From an optimization exercise on the open Yosys and OpenROAD flow, aimed at small area and a short achievable clock period; shortcuts taken in it are not production practice. Only the layout flow was run in this run; the RTL was not checked for function there. Power is estimated from default activity; no workload was simulated.

[design/flow/config.mk]
export PLATFORM = sky130hd
export DESIGN_NAME = booth_mul_top
export DESIGN_NICKNAME = booth_mul_top
export VERILOG_FILES = /design/flow/design.v
export SDC_FILE = /design/flow/constraint.sdc
export NUM_CORES = 4
export LEC_CHECK = 0
export ABC_AREA = 1
export CAP_MARGIN = 20
export CORE_MARGIN = 2
export CORE_UTILIZATION = 50
export SLEW_MARGIN = 80
export SYNTH_HIERARCHICAL = 1
export SYNTH_MINIMUM_KEEP_SIZE = 0
[design/flow/constraint.sdc]
create_clock -name core_clock -period 12.2 [get_ports {clk}]
set_input_delay 2.4400 -clock core_clock [delete_from_list [all_inputs] [get_ports {clk}]]
set_output_delay 2.4400 -clock core_clock [all_outputs]
set_load 0.01 [all_outputs]
[design/flow/design.v]
module booth_mul_top(clk, A, B, m, ov);
	input clk;
	input [15:0] A, B;
	output reg [30:0] m;
	output reg ov;
	reg [15:0] a_q, b_q;
	wire [30:0] m_w;
	wire ov_w;
	BoothMUL mul(.A(a_q), .B(b_q), .m(m_w), .ov(ov_w));
	always @(posedge clk) begin
		a_q <= A;
		b_q <= B;
		m <= m_w;
		ov <= ov_w;
	end
endmodule

module FA(a, b, c, cout, sum);
	input a, b, c;
	output cout, sum;
	assign {cout, sum} = a + b + c;
endmodule
module HA(a, b, cout, sum);
	input a, b;
	output cout, sum;
	assign {cout, sum} = a + b;
endmodule
module BoothMUL(A, B, m, ov);
	input [15:0] A, B;
	output [30:0] m;
	output ov;
	wire ci1;
	wire ci2;
	wire ci3;
	wire ci4;
	wire ci5;
	wire ci6;
	wire ci7;
	wire ci8;
	wire s9;
	wire c10;
	wire s11;
	wire c12;
	wire s13;
	wire c14;
	wire s15;
	wire c16;
	wire s17;
	wire c18;
	wire s19;
	wire c20;
	wire s21;
	wire c22;
	wire s23;
	wire c24;
	wire s25;
	wire c26;
	wire s27;
	wire c28;
	wire s29;
	wire c30;
	wire s31;
	wire c32;
	wire s33;
	wire c34;
	wire s35;
	wire c36;
	wire s37;
	wire c38;
	wire s39;
	wire c40;
	wire s41;
	wire c42;
	wire s43;
	wire c44;
	wire s45;
	wire c46;
	wire s47;
	wire c48;
	wire s49;
	wire c50;
	wire s51;
	wire c52;
	wire s53;
	wire c54;
	wire s55;
	wire c56;
	wire s57;
	wire c58;
	wire s59;
	wire c60;
	wire s61;
	wire c62;
	wire s63;
	wire c64;
	wire s65;
	wire c66;
	wire s67;
	wire c68;
	wire s69;
	wire c70;
	wire s71;
	wire c72;
	wire s73;
	wire c74;
	wire s75;
	wire c76;
	wire s77;
	wire c78;
	wire s79;
	wire c80;
	wire s81;
	wire c82;
	wire s83;
	wire c84;
	wire s85;
	wire c86;
	wire s87;
	wire c88;
	wire s89;
	wire c90;
	wire s91;
	wire c92;
	wire s93;
	wire c94;
	wire s95;
	wire c96;
	wire s97;
	wire c98;
	wire s99;
	wire c100;
	wire s101;
	wire c102;
	wire s103;
	wire c104;
	wire s105;
	wire c106;
	wire s107;
	wire c108;
	wire s109;
	wire c110;
	wire s111;
	wire c112;
	wire s113;
	wire c114;
	wire s115;
	wire c116;
	wire s117;
	wire c118;
	wire s119;
	wire c120;
	wire s121;
	wire c122;
	wire s123;
	wire c124;
	wire s125;
	wire c126;
	wire s127;
	wire c128;
	wire s129;
	wire c130;
	wire s131;
	wire c132;
	wire s133;
	wire c134;
	wire s135;
	wire c136;
	wire s137;
	wire c138;
	wire s139;
	wire c140;
	wire s141;
	wire c142;
	wire s143;
	wire c144;
	wire s145;
	wire c146;
	wire s147;
	wire c148;
	wire s149;
	wire c150;
	wire s151;
	wire c152;
	wire s153;
	wire c154;
	wire s155;
	wire c156;
	wire s157;
	wire c158;
	wire s159;
	wire c160;
	wire s161;
	wire c162;
	wire s163;
	wire c164;
	wire s165;
	wire c166;
	wire s167;
	wire c168;
	wire s169;
	wire c170;
	wire s171;
	wire c172;
	wire s173;
	wire c174;
	wire s175;
	wire c176;
	wire s177;
	wire c178;
	wire s179;
	wire c180;
	wire s181;
	wire c182;
	wire s183;
	wire c184;
	wire s185;
	wire c186;
	wire s187;
	wire c188;
	wire s189;
	wire c190;
	wire s191;
	wire c192;
	wire s193;
	wire c194;
	wire s195;
	wire c196;
	wire s197;
	wire c198;
	wire s199;
	wire c200;
	wire s201;
	wire c202;
	wire s203;
	wire c204;
	wire s205;
	wire c206;
	wire s207;
	wire c208;
	wire s209;
	wire c210;
	wire s211;
	wire c212;
	wire s213;
	wire c214;
	wire s215;
	wire c216;
	wire s217;
	wire c218;
	wire s219;
	wire c220;
	wire s221;
	wire c222;
	wire s223;
	wire c224;
	wire s225;
	wire c226;
	wire s227;
	wire c228;
	wire s229;
	wire c230;
	wire s231;
	wire c232;
	wire s233;
	wire c234;
	wire s235;
	wire c236;
	wire s237;
	wire c238;
	wire s239;
	wire c240;
	wire s241;
	wire c242;
	wire s243;
	wire c244;
	wire s245;
	wire c246;
	wire neg0 = B[1];
	wire one0 = B[0] ^ 1'b0;
	wire two0 = (B[1] & ~B[0] & ~1'b0) | (~B[1] & B[0] & 1'b0);
	wire pp0_0 = ((one0 & A[0]) | (two0 & 1'b0)) ^ neg0;
	wire pp0_1 = ((one0 & A[1]) | (two0 & A[0])) ^ neg0;
	wire pp0_2 = ((one0 & A[2]) | (two0 & A[1])) ^ neg0;
	wire pp0_3 = ((one0 & A[3]) | (two0 & A[2])) ^ neg0;
	wire pp0_4 = ((one0 & A[4]) | (two0 & A[3])) ^ neg0;
	wire pp0_5 = ((one0 & A[5]) | (two0 & A[4])) ^ neg0;
	wire pp0_6 = ((one0 & A[6]) | (two0 & A[5])) ^ neg0;
	wire pp0_7 = ((one0 & A[7]) | (two0 & A[6])) ^ neg0;
	wire pp0_8 = ((one0 & A[8]) | (two0 & A[7])) ^ neg0;
	wire pp0_9 = ((one0 & A[9]) | (two0 & A[8])) ^ neg0;
	wire pp0_10 = ((one0 & A[10]) | (two0 & A[9])) ^ neg0;
	wire pp0_11 = ((one0 & A[11]) | (two0 & A[10])) ^ neg0;
	wire pp0_12 = ((one0 & A[12]) | (two0 & A[11])) ^ neg0;
	wire pp0_13 = ((one0 & A[13]) | (two0 & A[12])) ^ neg0;
	wire pp0_14 = ((one0 & A[14]) | (two0 & A[13])) ^ neg0;
	wire pp0_15 = ((one0 & A[15]) | (two0 & A[14])) ^ neg0;
	wire pp0_16 = ~(((one0 & A[15]) | (two0 & A[15])) ^ neg0);
	wire neg1 = B[3];
	wire one1 = B[2] ^ B[1];
	wire two1 = (B[3] & ~B[2] & ~B[1]) | (~B[3] & B[2] & B[1]);
	wire pp1_0 = ((one1 & A[0]) | (two1 & 1'b0)) ^ neg1;
	wire pp1_1 = ((one1 & A[1]) | (two1 & A[0])) ^ neg1;
	wire pp1_2 = ((one1 & A[2]) | (two1 & A[1])) ^ neg1;
	wire pp1_3 = ((one1 & A[3]) | (two1 & A[2])) ^ neg1;
	wire pp1_4 = ((one1 & A[4]) | (two1 & A[3])) ^ neg1;
	wire pp1_5 = ((one1 & A[5]) | (two1 & A[4])) ^ neg1;
	wire pp1_6 = ((one1 & A[6]) | (two1 & A[5])) ^ neg1;
	wire pp1_7 = ((one1 & A[7]) | (two1 & A[6])) ^ neg1;
	wire pp1_8 = ((one1 & A[8]) | (two1 & A[7])) ^ neg1;
	wire pp1_9 = ((one1 & A[9]) | (two1 & A[8])) ^ neg1;
	wire pp1_10 = ((one1 & A[10]) | (two1 & A[9])) ^ neg1;
	wire pp1_11 = ((one1 & A[11]) | (two1 & A[10])) ^ neg1;
	wire pp1_12 = ((one1 & A[12]) | (two1 & A[11])) ^ neg1;
	wire pp1_13 = ((one1 & A[13]) | (two1 & A[12])) ^ neg1;
	wire pp1_14 = ((one1 & A[14]) | (two1 & A[13])) ^ neg1;
	wire pp1_15 = ((one1 & A[15]) | (two1 & A[14])) ^ neg1;
	wire pp1_16 = ~(((one1 & A[15]) | (two1 & A[15])) ^ neg1);
	wire neg2 = B[5];
	wire one2 = B[4] ^ B[3];
	wire two2 = (B[5] & ~B[4] & ~B[3]) | (~B[5] & B[4] & B[3]);
	wire pp2_0 = ((one2 & A[0]) | (two2 & 1'b0)) ^ neg2;
	wire pp2_1 = ((one2 & A[1]) | (two2 & A[0])) ^ neg2;
	wire pp2_2 = ((one2 & A[2]) | (two2 & A[1])) ^ neg2;
	wire pp2_3 = ((one2 & A[3]) | (two2 & A[2])) ^ neg2;
	wire pp2_4 = ((one2 & A[4]) | (two2 & A[3])) ^ neg2;
	wire pp2_5 = ((one2 & A[5]) | (two2 & A[4])) ^ neg2;
	wire pp2_6 = ((one2 & A[6]) | (two2 & A[5])) ^ neg2;
	wire pp2_7 = ((one2 & A[7]) | (two2 & A[6])) ^ neg2;
	wire pp2_8 = ((one2 & A[8]) | (two2 & A[7])) ^ neg2;
	wire pp2_9 = ((one2 & A[9]) | (two2 & A[8])) ^ neg2;
	wire pp2_10 = ((one2 & A[10]) | (two2 & A[9])) ^ neg2;
	wire pp2_11 = ((one2 & A[11]) | (two2 & A[10])) ^ neg2;
	wire pp2_12 = ((one2 & A[12]) | (two2 & A[11])) ^ neg2;
	wire pp2_13 = ((one2 & A[13]) | (two2 & A[12])) ^ neg2;
	wire pp2_14 = ((one2 & A[14]) | (two2 & A[13])) ^ neg2;
	wire pp2_15 = ((one2 & A[15]) | (two2 & A[14])) ^ neg2;
	wire pp2_16 = ~(((one2 & A[15]) | (two2 & A[15])) ^ neg2);
	wire neg3 = B[7];
	wire one3 = B[6] ^ B[5];
	wire two3 = (B[7] & ~B[6] & ~B[5]) | (~B[7] & B[6] & B[5]);
	wire pp3_0 = ((one3 & A[0]) | (two3 & 1'b0)) ^ neg3;
	wire pp3_1 = ((one3 & A[1]) | (two3 & A[0])) ^ neg3;
	wire pp3_2 = ((one3 & A[2]) | (two3 & A[1])) ^ neg3;
	wire pp3_3 = ((one3 & A[3]) | (two3 & A[2])) ^ neg3;
	wire pp3_4 = ((one3 & A[4]) | (two3 & A[3])) ^ neg3;
	wire pp3_5 = ((one3 & A[5]) | (two3 & A[4])) ^ neg3;
	wire pp3_6 = ((one3 & A[6]) | (two3 & A[5])) ^ neg3;
	wire pp3_7 = ((one3 & A[7]) | (two3 & A[6])) ^ neg3;
	wire pp3_8 = ((one3 & A[8]) | (two3 & A[7])) ^ neg3;
	wire pp3_9 = ((one3 & A[9]) | (two3 & A[8])) ^ neg3;
	wire pp3_10 = ((one3 & A[10]) | (two3 & A[9])) ^ neg3;
	wire pp3_11 = ((one3 & A[11]) | (two3 & A[10])) ^ neg3;
	wire pp3_12 = ((one3 & A[12]) | (two3 & A[11])) ^ neg3;
	wire pp3_13 = ((one3 & A[13]) | (two3 & A[12])) ^ neg3;
	wire pp3_14 = ((one3 & A[14]) | (two3 & A[13])) ^ neg3;
	wire pp3_15 = ((one3 & A[15]) | (two3 & A[14])) ^ neg3;
	wire pp3_16 = ~(((one3 & A[15]) | (two3 & A[15])) ^ neg3);
	wire neg4 = B[9];
	wire one4 = B[8] ^ B[7];
	wire two4 = (B[9] & ~B[8] & ~B[7]) | (~B[9] & B[8] & B[7]);
	wire pp4_0 = ((one4 & A[0]) | (two4 & 1'b0)) ^ neg4;
	wire pp4_1 = ((one4 & A[1]) | (two4 & A[0])) ^ neg4;
	wire pp4_2 = ((one4 & A[2]) | (two4 & A[1])) ^ neg4;
	wire pp4_3 = ((one4 & A[3]) | (two4 & A[2])) ^ neg4;
	wire pp4_4 = ((one4 & A[4]) | (two4 & A[3])) ^ neg4;
	wire pp4_5 = ((one4 & A[5]) | (two4 & A[4])) ^ neg4;
	wire pp4_6 = ((one4 & A[6]) | (two4 & A[5])) ^ neg4;
	wire pp4_7 = ((one4 & A[7]) | (two4 & A[6])) ^ neg4;
	wire pp4_8 = ((one4 & A[8]) | (two4 & A[7])) ^ neg4;
	wire pp4_9 = ((one4 & A[9]) | (two4 & A[8])) ^ neg4;
	wire pp4_10 = ((one4 & A[10]) | (two4 & A[9])) ^ neg4;
	wire pp4_11 = ((one4 & A[11]) | (two4 & A[10])) ^ neg4;
	wire pp4_12 = ((one4 & A[12]) | (two4 & A[11])) ^ neg4;
	wire pp4_13 = ((one4 & A[13]) | (two4 & A[12])) ^ neg4;
	wire pp4_14 = ((one4 & A[14]) | (two4 & A[13])) ^ neg4;
	wire pp4_15 = ((one4 & A[15]) | (two4 & A[14])) ^ neg4;
	wire pp4_16 = ~(((one4 & A[15]) | (two4 & A[15])) ^ neg4);
	wire neg5 = B[11];
	wire one5 = B[10] ^ B[9];
	wire two5 = (B[11] & ~B[10] & ~B[9]) | (~B[11] & B[10] & B[9]);
	wire pp5_0 = ((one5 & A[0]) | (two5 & 1'b0)) ^ neg5;
	wire pp5_1 = ((one5 & A[1]) | (two5 & A[0])) ^ neg5;
	wire pp5_2 = ((one5 & A[2]) | (two5 & A[1])) ^ neg5;
	wire pp5_3 = ((one5 & A[3]) | (two5 & A[2])) ^ neg5;
	wire pp5_4 = ((one5 & A[4]) | (two5 & A[3])) ^ neg5;
	wire pp5_5 = ((one5 & A[5]) | (two5 & A[4])) ^ neg5;
	wire pp5_6 = ((one5 & A[6]) | (two5 & A[5])) ^ neg5;
	wire pp5_7 = ((one5 & A[7]) | (two5 & A[6])) ^ neg5;
	wire pp5_8 = ((one5 & A[8]) | (two5 & A[7])) ^ neg5;
	wire pp5_9 = ((one5 & A[9]) | (two5 & A[8])) ^ neg5;
	wire pp5_10 = ((one5 & A[10]) | (two5 & A[9])) ^ neg5;
	wire pp5_11 = ((one5 & A[11]) | (two5 & A[10])) ^ neg5;
	wire pp5_12 = ((one5 & A[12]) | (two5 & A[11])) ^ neg5;
	wire pp5_13 = ((one5 & A[13]) | (two5 & A[12])) ^ neg5;
	wire pp5_14 = ((one5 & A[14]) | (two5 & A[13])) ^ neg5;
	wire pp5_15 = ((one5 & A[15]) | (two5 & A[14])) ^ neg5;
	wire pp5_16 = ~(((one5 & A[15]) | (two5 & A[15])) ^ neg5);
	wire neg6 = B[13];
	wire one6 = B[12] ^ B[11];
	wire two6 = (B[13] & ~B[12] & ~B[11]) | (~B[13] & B[12] & B[11]);
	wire pp6_0 = ((one6 & A[0]) | (two6 & 1'b0)) ^ neg6;
	wire pp6_1 = ((one6 & A[1]) | (two6 & A[0])) ^ neg6;
	wire pp6_2 = ((one6 & A[2]) | (two6 & A[1])) ^ neg6;
	wire pp6_3 = ((one6 & A[3]) | (two6 & A[2])) ^ neg6;
	wire pp6_4 = ((one6 & A[4]) | (two6 & A[3])) ^ neg6;
	wire pp6_5 = ((one6 & A[5]) | (two6 & A[4])) ^ neg6;
	wire pp6_6 = ((one6 & A[6]) | (two6 & A[5])) ^ neg6;
	wire pp6_7 = ((one6 & A[7]) | (two6 & A[6])) ^ neg6;
	wire pp6_8 = ((one6 & A[8]) | (two6 & A[7])) ^ neg6;
	wire pp6_9 = ((one6 & A[9]) | (two6 & A[8])) ^ neg6;
	wire pp6_10 = ((one6 & A[10]) | (two6 & A[9])) ^ neg6;
	wire pp6_11 = ((one6 & A[11]) | (two6 & A[10])) ^ neg6;
	wire pp6_12 = ((one6 & A[12]) | (two6 & A[11])) ^ neg6;
	wire pp6_13 = ((one6 & A[13]) | (two6 & A[12])) ^ neg6;
	wire pp6_14 = ((one6 & A[14]) | (two6 & A[13])) ^ neg6;
	wire pp6_15 = ((one6 & A[15]) | (two6 & A[14])) ^ neg6;
	wire pp6_16 = ~(((one6 & A[15]) | (two6 & A[15])) ^ neg6);
	wire neg7 = B[15];
	wire one7 = B[14] ^ B[13];
	wire two7 = (B[15] & ~B[14] & ~B[13]) | (~B[15] & B[14] & B[13]);
	wire pp7_0 = ((one7 & A[0]) | (two7 & 1'b0)) ^ neg7;
	wire pp7_1 = ((one7 & A[1]) | (two7 & A[0])) ^ neg7;
	wire pp7_2 = ((one7 & A[2]) | (two7 & A[1])) ^ neg7;
	wire pp7_3 = ((one7 & A[3]) | (two7 & A[2])) ^ neg7;
	wire pp7_4 = ((one7 & A[4]) | (two7 & A[3])) ^ neg7;
	wire pp7_5 = ((one7 & A[5]) | (two7 & A[4])) ^ neg7;
	wire pp7_6 = ((one7 & A[6]) | (two7 & A[5])) ^ neg7;
	wire pp7_7 = ((one7 & A[7]) | (two7 & A[6])) ^ neg7;
	wire pp7_8 = ((one7 & A[8]) | (two7 & A[7])) ^ neg7;
	wire pp7_9 = ((one7 & A[9]) | (two7 & A[8])) ^ neg7;
	wire pp7_10 = ((one7 & A[10]) | (two7 & A[9])) ^ neg7;
	wire pp7_11 = ((one7 & A[11]) | (two7 & A[10])) ^ neg7;
	wire pp7_12 = ((one7 & A[12]) | (two7 & A[11])) ^ neg7;
	wire pp7_13 = ((one7 & A[13]) | (two7 & A[12])) ^ neg7;
	wire pp7_14 = ((one7 & A[14]) | (two7 & A[13])) ^ neg7;
	wire pp7_15 = ((one7 & A[15]) | (two7 & A[14])) ^ neg7;
	wire pp7_16 = ~(((one7 & A[15]) | (two7 & A[15])) ^ neg7);
	assign ci1 = ~pp0_16;
	assign ci2 = ~pp1_15;
	assign ci3 = ~pp2_15;
	assign ci4 = ~pp3_15;
	assign ci5 = ~pp4_15;
	assign ci6 = ~pp5_15;
	assign ci7 = ~pp6_15;
	assign ci8 = ~pp7_15;
	HA ha10(.a(neg5), .b(pp0_10), .cout(c10), .sum(s9));
	HA ha12(.a(pp0_11), .b(pp1_9), .cout(c12), .sum(s11));
	FA fa14(.a(neg6), .b(pp0_12), .c(pp1_10), .cout(c14), .sum(s13));
	HA ha16(.a(pp2_8), .b(pp3_6), .cout(c16), .sum(s15));
	FA fa18(.a(pp0_13), .b(pp1_11), .c(pp2_9), .cout(c18), .sum(s17));
	HA ha20(.a(pp3_7), .b(pp4_5), .cout(c20), .sum(s19));
	FA fa22(.a(neg7), .b(pp0_14), .c(pp1_12), .cout(c22), .sum(s21));
	FA fa24(.a(pp2_10), .b(pp3_8), .c(pp4_6), .cout(c24), .sum(s23));
	HA ha26(.a(pp5_4), .b(pp6_2), .cout(c26), .sum(s25));
	FA fa28(.a(pp0_15), .b(pp1_13), .c(pp2_11), .cout(c28), .sum(s27));
	FA fa30(.a(pp3_9), .b(pp4_7), .c(pp5_5), .cout(c30), .sum(s29));
	HA ha32(.a(pp6_3), .b(pp7_1), .cout(c32), .sum(s31));
	FA fa34(.a(pp1_14), .b(pp2_12), .c(pp3_10), .cout(c34), .sum(s33));
	FA fa36(.a(pp4_8), .b(pp5_6), .c(pp6_4), .cout(c36), .sum(s35));
	HA ha38(.a(pp7_2), .b(ci1), .cout(c38), .sum(s37));
	FA fa40(.a(pp2_13), .b(pp3_11), .c(pp4_9), .cout(c40), .sum(s39));
	FA fa42(.a(pp5_7), .b(pp6_5), .c(pp7_3), .cout(c42), .sum(s41));
	HA ha44(.a(pp0_16), .b(ci2), .cout(c44), .sum(s43));
	FA fa46(.a(pp1_16), .b(pp2_14), .c(pp3_12), .cout(c46), .sum(s45));
	FA fa48(.a(pp4_10), .b(pp5_8), .c(pp6_6), .cout(c48), .sum(s47));
	HA ha50(.a(pp7_4), .b(pp1_15), .cout(c50), .sum(s49));
	FA fa52(.a(pp3_13), .b(pp4_11), .c(pp5_9), .cout(c52), .sum(s51));
	HA ha54(.a(pp6_7), .b(pp7_5), .cout(c54), .sum(s53));
	FA fa56(.a(pp2_16), .b(pp3_14), .c(pp4_12), .cout(c56), .sum(s55));
	HA ha58(.a(pp5_10), .b(pp6_8), .cout(c58), .sum(s57));
	HA ha60(.a(pp4_13), .b(pp5_11), .cout(c60), .sum(s59));
	HA ha62(.a(pp3_16), .b(pp4_14), .cout(c62), .sum(s61));
	HA ha64(.a(neg3), .b(pp0_6), .cout(c64), .sum(s63));
	HA ha66(.a(pp0_7), .b(pp1_5), .cout(c66), .sum(s65));
	FA fa68(.a(neg4), .b(pp0_8), .c(pp1_6), .cout(c68), .sum(s67));
	HA ha70(.a(pp2_4), .b(pp3_2), .cout(c70), .sum(s69));
	FA fa72(.a(pp0_9), .b(pp1_7), .c(pp2_5), .cout(c72), .sum(s71));
	HA ha74(.a(pp3_3), .b(pp4_1), .cout(c74), .sum(s73));
	FA fa76(.a(pp1_8), .b(pp2_6), .c(pp3_4), .cout(c76), .sum(s75));
	FA fa78(.a(pp4_2), .b(pp5_0), .c(s9), .cout(c78), .sum(s77));
	FA fa80(.a(pp2_7), .b(pp3_5), .c(pp4_3), .cout(c80), .sum(s79));
	FA fa82(.a(pp5_1), .b(c10), .c(s11), .cout(c82), .sum(s81));
	FA fa84(.a(pp4_4), .b(pp5_2), .c(pp6_0), .cout(c84), .sum(s83));
	FA fa86(.a(c12), .b(s15), .c(s13), .cout(c86), .sum(s85));
	FA fa88(.a(pp5_3), .b(pp6_1), .c(c16), .cout(c88), .sum(s87));
	FA fa90(.a(s19), .b(c14), .c(s17), .cout(c90), .sum(s89));
	FA fa92(.a(pp7_0), .b(c20), .c(s25), .cout(c92), .sum(s91));
	FA fa94(.a(c18), .b(s21), .c(s23), .cout(c94), .sum(s93));
	FA fa96(.a(c26), .b(s31), .c(c22), .cout(c96), .sum(s95));
	FA fa98(.a(c24), .b(s27), .c(s29), .cout(c98), .sum(s97));
	FA fa100(.a(c32), .b(c28), .c(c30), .cout(c100), .sum(s99));
	FA fa102(.a(s37), .b(s33), .c(s35), .cout(c102), .sum(s101));
	FA fa104(.a(c38), .b(c34), .c(c36), .cout(c104), .sum(s103));
	FA fa106(.a(s43), .b(s39), .c(s41), .cout(c106), .sum(s105));
	FA fa108(.a(c44), .b(s49), .c(c40), .cout(c108), .sum(s107));
	FA fa110(.a(c42), .b(s45), .c(s47), .cout(c110), .sum(s109));
	FA fa112(.a(ci3), .b(c50), .c(s53), .cout(c112), .sum(s111));
	FA fa114(.a(c46), .b(c48), .c(s51), .cout(c114), .sum(s113));
	FA fa116(.a(pp7_6), .b(pp2_15), .c(c54), .cout(c116), .sum(s115));
	FA fa118(.a(s57), .b(c52), .c(s55), .cout(c118), .sum(s117));
	FA fa120(.a(pp6_9), .b(pp7_7), .c(ci4), .cout(c120), .sum(s119));
	FA fa122(.a(c58), .b(s59), .c(c56), .cout(c122), .sum(s121));
	FA fa124(.a(pp5_12), .b(pp6_10), .c(pp7_8), .cout(c124), .sum(s123));
	FA fa126(.a(pp3_15), .b(c60), .c(s61), .cout(c126), .sum(s125));
	FA fa128(.a(pp5_13), .b(pp6_11), .c(pp7_9), .cout(c128), .sum(s127));
	HA ha130(.a(ci5), .b(c62), .cout(c130), .sum(s129));
	FA fa132(.a(pp4_16), .b(pp5_14), .c(pp6_12), .cout(c132), .sum(s131));
	HA ha134(.a(pp7_10), .b(pp4_15), .cout(c134), .sum(s133));
	HA ha136(.a(pp6_13), .b(pp7_11), .cout(c136), .sum(s135));
	HA ha138(.a(pp5_16), .b(pp6_14), .cout(c138), .sum(s137));
	HA ha140(.a(neg2), .b(pp0_4), .cout(c140), .sum(s139));
	HA ha142(.a(pp0_5), .b(pp1_3), .cout(c142), .sum(s141));
	FA fa144(.a(pp1_4), .b(pp2_2), .c(pp3_0), .cout(c144), .sum(s143));
	FA fa146(.a(pp2_3), .b(pp3_1), .c(c64), .cout(c146), .sum(s145));
	FA fa148(.a(pp4_0), .b(c66), .c(s69), .cout(c148), .sum(s147));
	FA fa150(.a(c70), .b(s73), .c(c68), .cout(c150), .sum(s149));
	FA fa152(.a(c74), .b(c72), .c(s75), .cout(c152), .sum(s151));
	FA fa154(.a(c76), .b(s79), .c(c78), .cout(c154), .sum(s153));
	FA fa156(.a(c80), .b(s83), .c(c82), .cout(c156), .sum(s155));
	FA fa158(.a(c84), .b(s87), .c(c86), .cout(c158), .sum(s157));
	FA fa160(.a(c88), .b(s91), .c(c90), .cout(c160), .sum(s159));
	FA fa162(.a(c92), .b(c94), .c(s95), .cout(c162), .sum(s161));
	FA fa164(.a(c96), .b(c98), .c(s99), .cout(c164), .sum(s163));
	FA fa166(.a(c100), .b(c102), .c(s103), .cout(c166), .sum(s165));
	FA fa168(.a(c104), .b(c106), .c(s107), .cout(c168), .sum(s167));
	FA fa170(.a(s111), .b(c108), .c(c110), .cout(c170), .sum(s169));
	FA fa172(.a(s115), .b(c112), .c(c114), .cout(c172), .sum(s171));
	FA fa174(.a(s119), .b(c116), .c(c118), .cout(c174), .sum(s173));
	FA fa176(.a(s123), .b(c120), .c(s125), .cout(c176), .sum(s175));
	FA fa178(.a(c124), .b(s127), .c(s129), .cout(c178), .sum(s177));
	FA fa180(.a(s133), .b(c128), .c(c130), .cout(c180), .sum(s179));
	FA fa182(.a(ci6), .b(c134), .c(s135), .cout(c182), .sum(s181));
	FA fa184(.a(pp7_12), .b(pp5_15), .c(c136), .cout(c184), .sum(s183));
	HA ha186(.a(pp7_13), .b(ci7), .cout(c186), .sum(s185));
	HA ha188(.a(pp6_16), .b(pp7_14), .cout(c188), .sum(s187));
	HA ha190(.a(neg1), .b(pp0_2), .cout(c190), .sum(s189));
	HA ha192(.a(pp0_3), .b(pp1_1), .cout(c192), .sum(s191));
	FA fa194(.a(pp1_2), .b(pp2_0), .c(s139), .cout(c194), .sum(s193));
	FA fa196(.a(pp2_1), .b(c140), .c(s141), .cout(c196), .sum(s195));
	FA fa198(.a(c142), .b(s63), .c(s143), .cout(c198), .sum(s197));
	FA fa200(.a(s65), .b(c144), .c(s145), .cout(c200), .sum(s199));
	FA fa202(.a(s67), .b(c146), .c(s147), .cout(c202), .sum(s201));
	FA fa204(.a(s71), .b(c148), .c(s149), .cout(c204), .sum(s203));
	FA fa206(.a(s77), .b(c150), .c(s151), .cout(c206), .sum(s205));
	FA fa208(.a(s81), .b(c152), .c(s153), .cout(c208), .sum(s207));
	FA fa210(.a(s85), .b(c154), .c(s155), .cout(c210), .sum(s209));
	FA fa212(.a(s89), .b(c156), .c(s157), .cout(c212), .sum(s211));
	FA fa214(.a(s93), .b(c158), .c(s159), .cout(c214), .sum(s213));
	FA fa216(.a(s97), .b(c160), .c(s161), .cout(c216), .sum(s215));
	FA fa218(.a(s101), .b(c162), .c(s163), .cout(c218), .sum(s217));
	FA fa220(.a(s105), .b(c164), .c(s165), .cout(c220), .sum(s219));
	FA fa222(.a(s109), .b(c166), .c(s167), .cout(c222), .sum(s221));
	FA fa224(.a(s113), .b(c168), .c(s169), .cout(c224), .sum(s223));
	FA fa226(.a(s117), .b(c170), .c(s171), .cout(c226), .sum(s225));
	FA fa228(.a(s121), .b(c172), .c(s173), .cout(c228), .sum(s227));
	FA fa230(.a(c122), .b(s175), .c(c174), .cout(c230), .sum(s229));
	FA fa232(.a(c126), .b(s177), .c(c176), .cout(c232), .sum(s231));
	FA fa234(.a(s131), .b(s179), .c(c178), .cout(c234), .sum(s233));
	FA fa236(.a(c132), .b(s181), .c(c180), .cout(c236), .sum(s235));
	FA fa238(.a(s137), .b(s183), .c(c182), .cout(c238), .sum(s237));
	FA fa240(.a(c138), .b(s185), .c(c184), .cout(c240), .sum(s239));
	FA fa242(.a(pp6_15), .b(c186), .c(s187), .cout(c242), .sum(s241));
	HA ha244(.a(ci8), .b(c188), .cout(c244), .sum(s243));
	HA ha246(.a(pp7_16), .b(pp7_15), .cout(c246), .sum(s245));
	wire [31:0] X = {1'b1, s245, s243, s241, s239, s237, s235, s233, s231, s229, c226, c224, c222, c220, c218, c216, c214, c212, c210, c208, c206, c204, c202, c200, c198, c196, c194, c192, c190, pp1_0, pp0_1, neg0};
	wire [31:0] Y = {c246, c244, c242, c240, c238, c236, c234, c232, c230, c228, s227, s225, s223, s221, s219, s217, s215, s213, s211, s209, s207, s205, s203, s201, s199, s197, s195, s193, s191, s189, 1'b0, pp0_0};
	wire [31:0] P;
	wire [31:0] g = X & Y;
	wire [31:0] p = X ^ Y;
	assign G247 = g[1] | (p[1] & g[0]);
	assign Pq248 = p[1] & p[0];
	assign G249 = g[2] | (p[2] & G247);
	assign Pq250 = p[2] & Pq248;
	assign G251 = g[3] | (p[3] & G249);
	assign Pq252 = p[3] & Pq250;
	assign G253 = g[4] | (p[4] & G251);
	assign Pq254 = p[4] & Pq252;
	assign G255 = g[5] | (p[5] & G253);
	assign Pq256 = p[5] & Pq254;
	assign G257 = g[6] | (p[6] & G255);
	assign Pq258 = p[6] & Pq256;
	assign G259 = g[7] | (p[7] & G257);
	assign Pq260 = p[7] & Pq258;
	assign G261 = g[8] | (p[8] & G259);
	assign Pq262 = p[8] & Pq260;
	assign G263 = g[10] | (p[10] & g[9]);
	assign Pq264 = p[10] & p[9];
	assign G265 = g[12] | (p[12] & g[11]);
	assign Pq266 = p[12] & p[11];
	assign G267 = g[14] | (p[14] & g[13]);
	assign Pq268 = p[14] & p[13];
	assign G269 = g[16] | (p[16] & g[15]);
	assign Pq270 = p[16] & p[15];
	assign G271 = g[18] | (p[18] & g[17]);
	assign Pq272 = p[18] & p[17];
	assign G273 = g[20] | (p[20] & g[19]);
	assign Pq274 = p[20] & p[19];
	assign G275 = g[22] | (p[22] & g[21]);
	assign Pq276 = p[22] & p[21];
	assign G277 = g[24] | (p[24] & g[23]);
	assign Pq278 = p[24] & p[23];
	assign G279 = g[26] | (p[26] & g[25]);
	assign Pq280 = p[26] & p[25];
	assign G281 = g[28] | (p[28] & g[27]);
	assign Pq282 = p[28] & p[27];
	assign G283 = g[30] | (p[30] & g[29]);
	assign Pq284 = p[30] & p[29];
	assign G285 = g[9] | (p[9] & G261);
	assign Pq286 = p[9] & Pq262;
	assign G287 = G263 | (Pq264 & G261);
	assign Pq288 = Pq264 & Pq262;
	assign G289 = g[13] | (p[13] & G265);
	assign Pq290 = p[13] & Pq266;
	assign G291 = G267 | (Pq268 & G265);
	assign Pq292 = Pq268 & Pq266;
	assign G293 = g[17] | (p[17] & G269);
	assign Pq294 = p[17] & Pq270;
	assign G295 = G271 | (Pq272 & G269);
	assign Pq296 = Pq272 & Pq270;
	assign G297 = g[21] | (p[21] & G273);
	assign Pq298 = p[21] & Pq274;
	assign G299 = G275 | (Pq276 & G273);
	assign Pq300 = Pq276 & Pq274;
	assign G301 = g[25] | (p[25] & G277);
	assign Pq302 = p[25] & Pq278;
	assign G303 = G279 | (Pq280 & G277);
	assign Pq304 = Pq280 & Pq278;
	assign G305 = g[29] | (p[29] & G281);
	assign Pq306 = p[29] & Pq282;
	assign G307 = G283 | (Pq284 & G281);
	assign Pq308 = Pq284 & Pq282;
	assign G309 = g[11] | (p[11] & G287);
	assign Pq310 = p[11] & Pq288;
	assign G311 = G265 | (Pq266 & G287);
	assign Pq312 = Pq266 & Pq288;
	assign G313 = G289 | (Pq290 & G287);
	assign Pq314 = Pq290 & Pq288;
	assign G315 = G291 | (Pq292 & G287);
	assign Pq316 = Pq292 & Pq288;
	assign G317 = g[19] | (p[19] & G295);
	assign Pq318 = p[19] & Pq296;
	assign G319 = G273 | (Pq274 & G295);
	assign Pq320 = Pq274 & Pq296;
	assign G321 = G297 | (Pq298 & G295);
	assign Pq322 = Pq298 & Pq296;
	assign G323 = G299 | (Pq300 & G295);
	assign Pq324 = Pq300 & Pq296;
	assign G325 = g[27] | (p[27] & G303);
	assign Pq326 = p[27] & Pq304;
	assign G327 = G281 | (Pq282 & G303);
	assign Pq328 = Pq282 & Pq304;
	assign G329 = G305 | (Pq306 & G303);
	assign Pq330 = Pq306 & Pq304;
	assign G331 = G307 | (Pq308 & G303);
	assign Pq332 = Pq308 & Pq304;
	assign G333 = g[15] | (p[15] & G315);
	assign Pq334 = p[15] & Pq316;
	assign G335 = G269 | (Pq270 & G315);
	assign Pq336 = Pq270 & Pq316;
	assign G337 = G293 | (Pq294 & G315);
	assign Pq338 = Pq294 & Pq316;
	assign G339 = G295 | (Pq296 & G315);
	assign Pq340 = Pq296 & Pq316;
	assign G341 = G317 | (Pq318 & G315);
	assign Pq342 = Pq318 & Pq316;
	assign G343 = G319 | (Pq320 & G315);
	assign Pq344 = Pq320 & Pq316;
	assign G345 = G321 | (Pq322 & G315);
	assign Pq346 = Pq322 & Pq316;
	assign G347 = G323 | (Pq324 & G315);
	assign Pq348 = Pq324 & Pq316;
	assign G349 = g[31] | (p[31] & G331);
	assign Pq350 = p[31] & Pq332;
	assign G351 = g[23] | (p[23] & G347);
	assign Pq352 = p[23] & Pq348;
	assign G353 = G277 | (Pq278 & G347);
	assign Pq354 = Pq278 & Pq348;
	assign G355 = G301 | (Pq302 & G347);
	assign Pq356 = Pq302 & Pq348;
	assign G357 = G303 | (Pq304 & G347);
	assign Pq358 = Pq304 & Pq348;
	assign G359 = G325 | (Pq326 & G347);
	assign Pq360 = Pq326 & Pq348;
	assign G361 = G327 | (Pq328 & G347);
	assign Pq362 = Pq328 & Pq348;
	assign G363 = G329 | (Pq330 & G347);
	assign Pq364 = Pq330 & Pq348;
	assign G365 = G331 | (Pq332 & G347);
	assign Pq366 = Pq332 & Pq348;
	assign G367 = G349 | (Pq350 & G347);
	assign Pq368 = Pq350 & Pq348;
	assign P[0] = p[0];
	assign P[1] = p[1] ^ g[0];
	assign P[2] = p[2] ^ G247;
	assign P[3] = p[3] ^ G249;
	assign P[4] = p[4] ^ G251;
	assign P[5] = p[5] ^ G253;
	assign P[6] = p[6] ^ G255;
	assign P[7] = p[7] ^ G257;
	assign P[8] = p[8] ^ G259;
	assign P[9] = p[9] ^ G261;
	assign P[10] = p[10] ^ G285;
	assign P[11] = p[11] ^ G287;
	assign P[12] = p[12] ^ G309;
	assign P[13] = p[13] ^ G311;
	assign P[14] = p[14] ^ G313;
	assign P[15] = p[15] ^ G315;
	assign P[16] = p[16] ^ G333;
	assign P[17] = p[17] ^ G335;
	assign P[18] = p[18] ^ G337;
	assign P[19] = p[19] ^ G339;
	assign P[20] = p[20] ^ G341;
	assign P[21] = p[21] ^ G343;
	assign P[22] = p[22] ^ G345;
	assign P[23] = p[23] ^ G347;
	assign P[24] = p[24] ^ G351;
	assign P[25] = p[25] ^ G353;
	assign P[26] = p[26] ^ G355;
	assign P[27] = p[27] ^ G357;
	assign P[28] = p[28] ^ G359;
	assign P[29] = p[29] ^ G361;
	assign P[30] = p[30] ^ G363;
	assign P[31] = p[31] ^ G365;
	assign m = P[30:0];
	assign ov = ~P[31];
endmodule
[design/flow/run.sh]
#!/bin/bash
# synth_recipe.tcl (not shown) runs the flow's synth.tcl, then flattens the netlist and writes it again
# the make line also repeats each setting of config.mk as NAME=value (left out here)
make -C /OpenROAD-flow-scripts/flow DESIGN_CONFIG=/design/flow/config.mk WORK_HOME=/design/flow/orfs CLKGATE_MAP_FILE= SYNTH_SCRIPT=/design/flow/synth_recipe.tcl finish
==> results.rst <==
.. list-table::
   :header-rows: 1

   * - Metric
     - Value
   * - Width of the chip
     - 126 µm
   * - Aggregate global-route resource usage
     - 23.1%
   * - Worst setup skew after layout
     - 0.00772 ns
   * - CTS Sinks
     - 64
   * - Crit path largest cell delay
     - 0.48 ns
   * - FMAX
     - 179 MHz
   * - Count of TritonRoute iterations in the first routing pass
     - 5
   * - Required time of the critical path
     - 12.43 ns
   * - Kind of launch point of the worst setup path
     - register
   * - EDFF count, synth
     - 0
   * - Actual slew at the worst max-slew pin
     - 0.276 ns
   * - Final routed DRC violation total
     - 0
   * - Tightest slew margin relative to the limit
     - 81.6%
   * - Routed wire per std cell
     - 17.1 µm
   * - Commonest non-fill, non-tap cells in the layout
     - sky130_fd_sc_hd__xor2_1 (129), sky130_fd_sc_hd__o22ai_1 (105), sky130_fd_sc_hd__fa_1 (101), sky130_fd_sc_hd__nand2_1 (90), sky130_fd_sc_hd__clkdlybuf4s50_1 (64)
   * - Vias
     - 5633
   * - Die ar.
     - 15800 µm²
   * - Number of fillers in the final layout
     - 1308
   * - IO Port Bufs
     - 64
   * - Post-Synthesis Mean Instance Area
     - 9.43 µm²
   * - Most common cell type on the critical path
     - sky130_fd_sc_hd__fa_1
   * - Share of cells above drive strength 1
     - 11.2%
   * - Final net count
     - 1005
   * - Core region area
     - 14500 µm²
   * - Antenna cells
     - 0
   * - Largest buffer count on any clock path
     - 2
   * - Min-Delay Path Class
     - register to register
   * - Clock tree root buffer cell
     - sky130_fd_sc_hd__clkbuf_16
   * - Die Span Y
     - 126 µm
   * - Dpl cells
     - 989
   * - Area delta synth->final
     - 16.4%
   * - Post-synthesis cell count
     - 784
   * - IR drop worst, VDD
     - 169 µV
   * - Routed wire length
     - 17.2 mm
   * - Post-route cell area
     - 8610 µm²
   * - Number of nets in the synthesized netlist
     - 971
   * - Number of antenna violations at the first check in global routing
     - 0
   * - Clock-pin slew on the worst setup and hold paths
     - 0.05 ns
   * - Cell with the largest stage delay on the worst path
     - sky130_fd_sc_hd__fa_1
   * - Share of the synthesized area in the top cell type
     - 27.4%
   * - Starting density of the core
     - 51.1%
   * - CTS tree
     - yes
   * - Max Cap Viol
     - 0
   * - Boundary Pins
     - 65
   * - Total chip power
     - 2.80 mW
   * - Worst endpoint data arrival time
     - 5.82 ns
   * - Number of hold violations in the final report
     - 0
   * - # H-tree levels
     - 3
   * - Antenna viol nets, final
     - 0
   * - Flip-flop and latch count after synthesis
     - 64
   * - Wire length of the first global-routing pass
     - 29.0 mm
   * - Fraction of registers with async set or reset after synthesis
     - 0%
   * - Result of the run
     - timing/DRC/antenna clean
   * - Post-cts gate resize count
     - 0
   * - Max Fanout on Critical Path
     - 15
   * - Category of the most critical setup path
     - register to register
   * - Initial drt markers
     - 352
   * - RSZ-0062 raised after global routing
     - no
   * - Cell family contributing the most delay on the critical path
     - adder cells
   * - Crit. End Element
     - register
   * - Accumulated negative setup slack
     - 0 ns
   * - Critical path cell sequence
     - inv_2 > nand2_2 > o22ai_1 > xor2_1 > ha_1 > inv_1 > fa_1 > inv_1 > fa_1 > fa_1 > fa_1 > fa_1 > fa_1 > fa_1 > nand2_1 > nand2_1 > nand3_1 > nand2_2 > nand2_1 > nand2_2 > fa_1 > xor2_1
   * - Clock latency reported for the late side of the worst-skew pair
     - 0.35 ns
   * - Leakage power
     - 3.82 nW
   * - Ratio of routed vias to standard cells
     - 5.59
   * - Count of non-filler cells in the finished layout
     - 1007
   * - Most frequent standard cell in the layout excluding fill and tap cells
     - sky130_fd_sc_hd__xor2_1
   * - Endpoints failing setup
     - 0
   * - Sequential-to-total area share from yosys stat
     - 17.3%
   * - Mapped Area
     - 7390 µm²
   * - Primary flip-flop cell chosen by synthesis mapping
     - sky130_fd_sc_hd__dfxtp_1
   * - Top cells by area in the synthesized netlist
     - sky130_fd_sc_hd__fa_1 (27%), sky130_fd_sc_hd__dfxtp_1 (17%), sky130_fd_sc_hd__xor2_1 (16%)
   * - Tmin final
     - 5.59 ns
   * - Placement row count
     - 44
   * - Final worst path period share
     - 45.8%
   * - Total of warnings raised by yosys
     - 129
   * - Largest net degree at the start of global routing
     - 22
   * - Number of buffers inserted to repair setup after CTS
     - 0
   * - Hold bufs inserted after CTS
     - 0
   * - Aggregate global routing overflow
     - 0
   * - Placed inst area
     - 8240 µm²
   * - Library cell occupying the most area in the post-synthesis netlist
     - sky130_fd_sc_hd__fa_1
   * - Final slew viol count
     - 0
   * - Areal power density over the cells
     - 325 nW/µm²
   * - Number of different library cells in the post-synthesis netlist
     - 31
   * - HPWL after DPL
     - 12.9 mm
   * - Final weighted congestion in routability-driven placement
     - 0.855
   * - Worst slack after detailed placement
     - 6.62 ns
   * - Via count of the first global-routing pass
     - 5822
   * - Fin worst setup slack
     - 6.61 ns
   * - Buffers plus inverters on the worst setup path
     - 3
   * - Total clock buffers created by CTS
     - 9
==> routing by layer <==
| layer | wire, µm | global-route usage (%) | up-vias |
|---|---|---|---|
| li1 | - | - | 2666 |
| met2 | 7980 | 35.8 | 165 |
| met5 | 0 | 0 | - |
| met3 | 999 | 4.19 | 22 |
| met4 | 272 | 7.65 | 0 |
| met1 | 7980 | 32.9 | 2780 |
==> cells by family after synthesis <==
| group | Yosys count | synth area share, % |
|---|---|---|
| xor gates and xnor gates | 137 | 16.2 |
| AOI/OAI and AO/OA | 152 | 13.7 |
| buffers and inverters | 112 | 6.69 |
| adders and majority gates | 154 | 36.3 |
| DFF | 64 | 17.3 |
| and+or+nand+nor | 165 | 9.73 |
==> worst reg2reg max path: cells and delay by family (launching register included) <==
family,cells,cell delay (ns)
buffers and inverters,3,0.34
DFF,1,0.33
and+or+nand+nor,7,0.88
adders and majority gates,9,3.34
xor gates and xnor gates,2,0.37
AOI/OAI and AO/OA,1,0.22
==> sequential cells by signal (all words and copies together) (netlist names) <==
signal	count
a_q	16
b_q	16
m	31
ov	1
==> Yosys stat by module (local to each module, per instance) <==
module         cells inside  area [µm²]
BoothMUL                601        3950
FA                        1        20.0
HA                        1        12.5
booth_mul_top            64        1280
==> Yosys cell counts, types with 4 or more instances <==
cell	instances
sky130_fd_sc_hd__a21boi_0	4
sky130_fd_sc_hd__dfxtp_1	64
sky130_fd_sc_hd__nand2_1	97
sky130_fd_sc_hd__fa_1	101
sky130_fd_sc_hd__ha_1	53
sky130_fd_sc_hd__buf_4	7
sky130_fd_sc_hd__clkbuf_1	17
sky130_fd_sc_hd__inv_1	62
sky130_fd_sc_hd__o21ai_0	4
sky130_fd_sc_hd__o22ai_1	106
sky130_fd_sc_hd__or2_1	6
sky130_fd_sc_hd__xor2_1	135
sky130_fd_sc_hd__nand2_2	12
sky130_fd_sc_hd__a21oi_1	16
sky130_fd_sc_hd__o22ai_2	13
sky130_fd_sc_hd__buf_2	20
sky130_fd_sc_hd__nor2_1	27
sky130_fd_sc_hd__nand3_1	13
sky130_fd_sc_hd__a31oi_1	7
==> power by group <==
group / internal, mW / switching (mW)
clock: 0.164 / 0.0974
sequential: 0.315 / 0.0174
combinational: 0.943 / 1.26
total: 1.42 / 1.38
==> layout make-up <==
type	instances	area (µm²)	share of cell area (%)
repair buffers	72	731	8.49
clock buffers	12	246	2.86
flip-flops and latches	64	1290	15.0
clock inverters	4	53.8	0.625
multi-input cells	608	5780	67.2
inverters	63	273	3.17
well taps	184	230	2.67
==> worst paths after layout <==
| path | startpoint | end | slack [ns] | cells past startpoint |
|---|---|---|---|---|
| setup reg to reg | b_q[0] | m[24] | 6.61 | 22 |
| hold / removal | b_q[1] | m[0] | 0.55 | 1 |
| hold reg to reg | b_q[1] | m[0] | 0.55 | 1 |
| setup / recovery | b_q[0] | m[24] | 6.61 | 22 |
==> stage by stage <==
step                hold slack (ns)  util (%)
global route                  0.589      59.4
CTS                           0.639      59.0
global placement              0.615      55.6
finish                        0.551      59.4
detailed placement            0.607      56.9
floorplan                     0.565         -

separate check: timing with driven ports:
The flow's constraints put no driver on any port. The routed layout listed below was extracted and timed again, unchanged, in two steps. Step 1 sets driving cells, clkbuf_16 on the clock port and buf_2 on the other inputs (assumed; they add their load-dependent delay and slew). Step 2 moves the port delays by t, midway between the first and last clock arrival at a register: inputs arrive t later, outputs are due t later. That takes back most of the time a late clock gives input paths. Three values: ideal ports, drivers, drivers and shift; two values: the first two.
t (ns): 0.382
setup WS [ns]: 6.607 / 6.607 / 6.607
clock arrival spread, ns: 0.008 / 0.008
After both steps setup and hold are still met in this run. For this run, drivers alone change the setup slack by 0.000 ns; drivers and shift together by 0.000 ns.
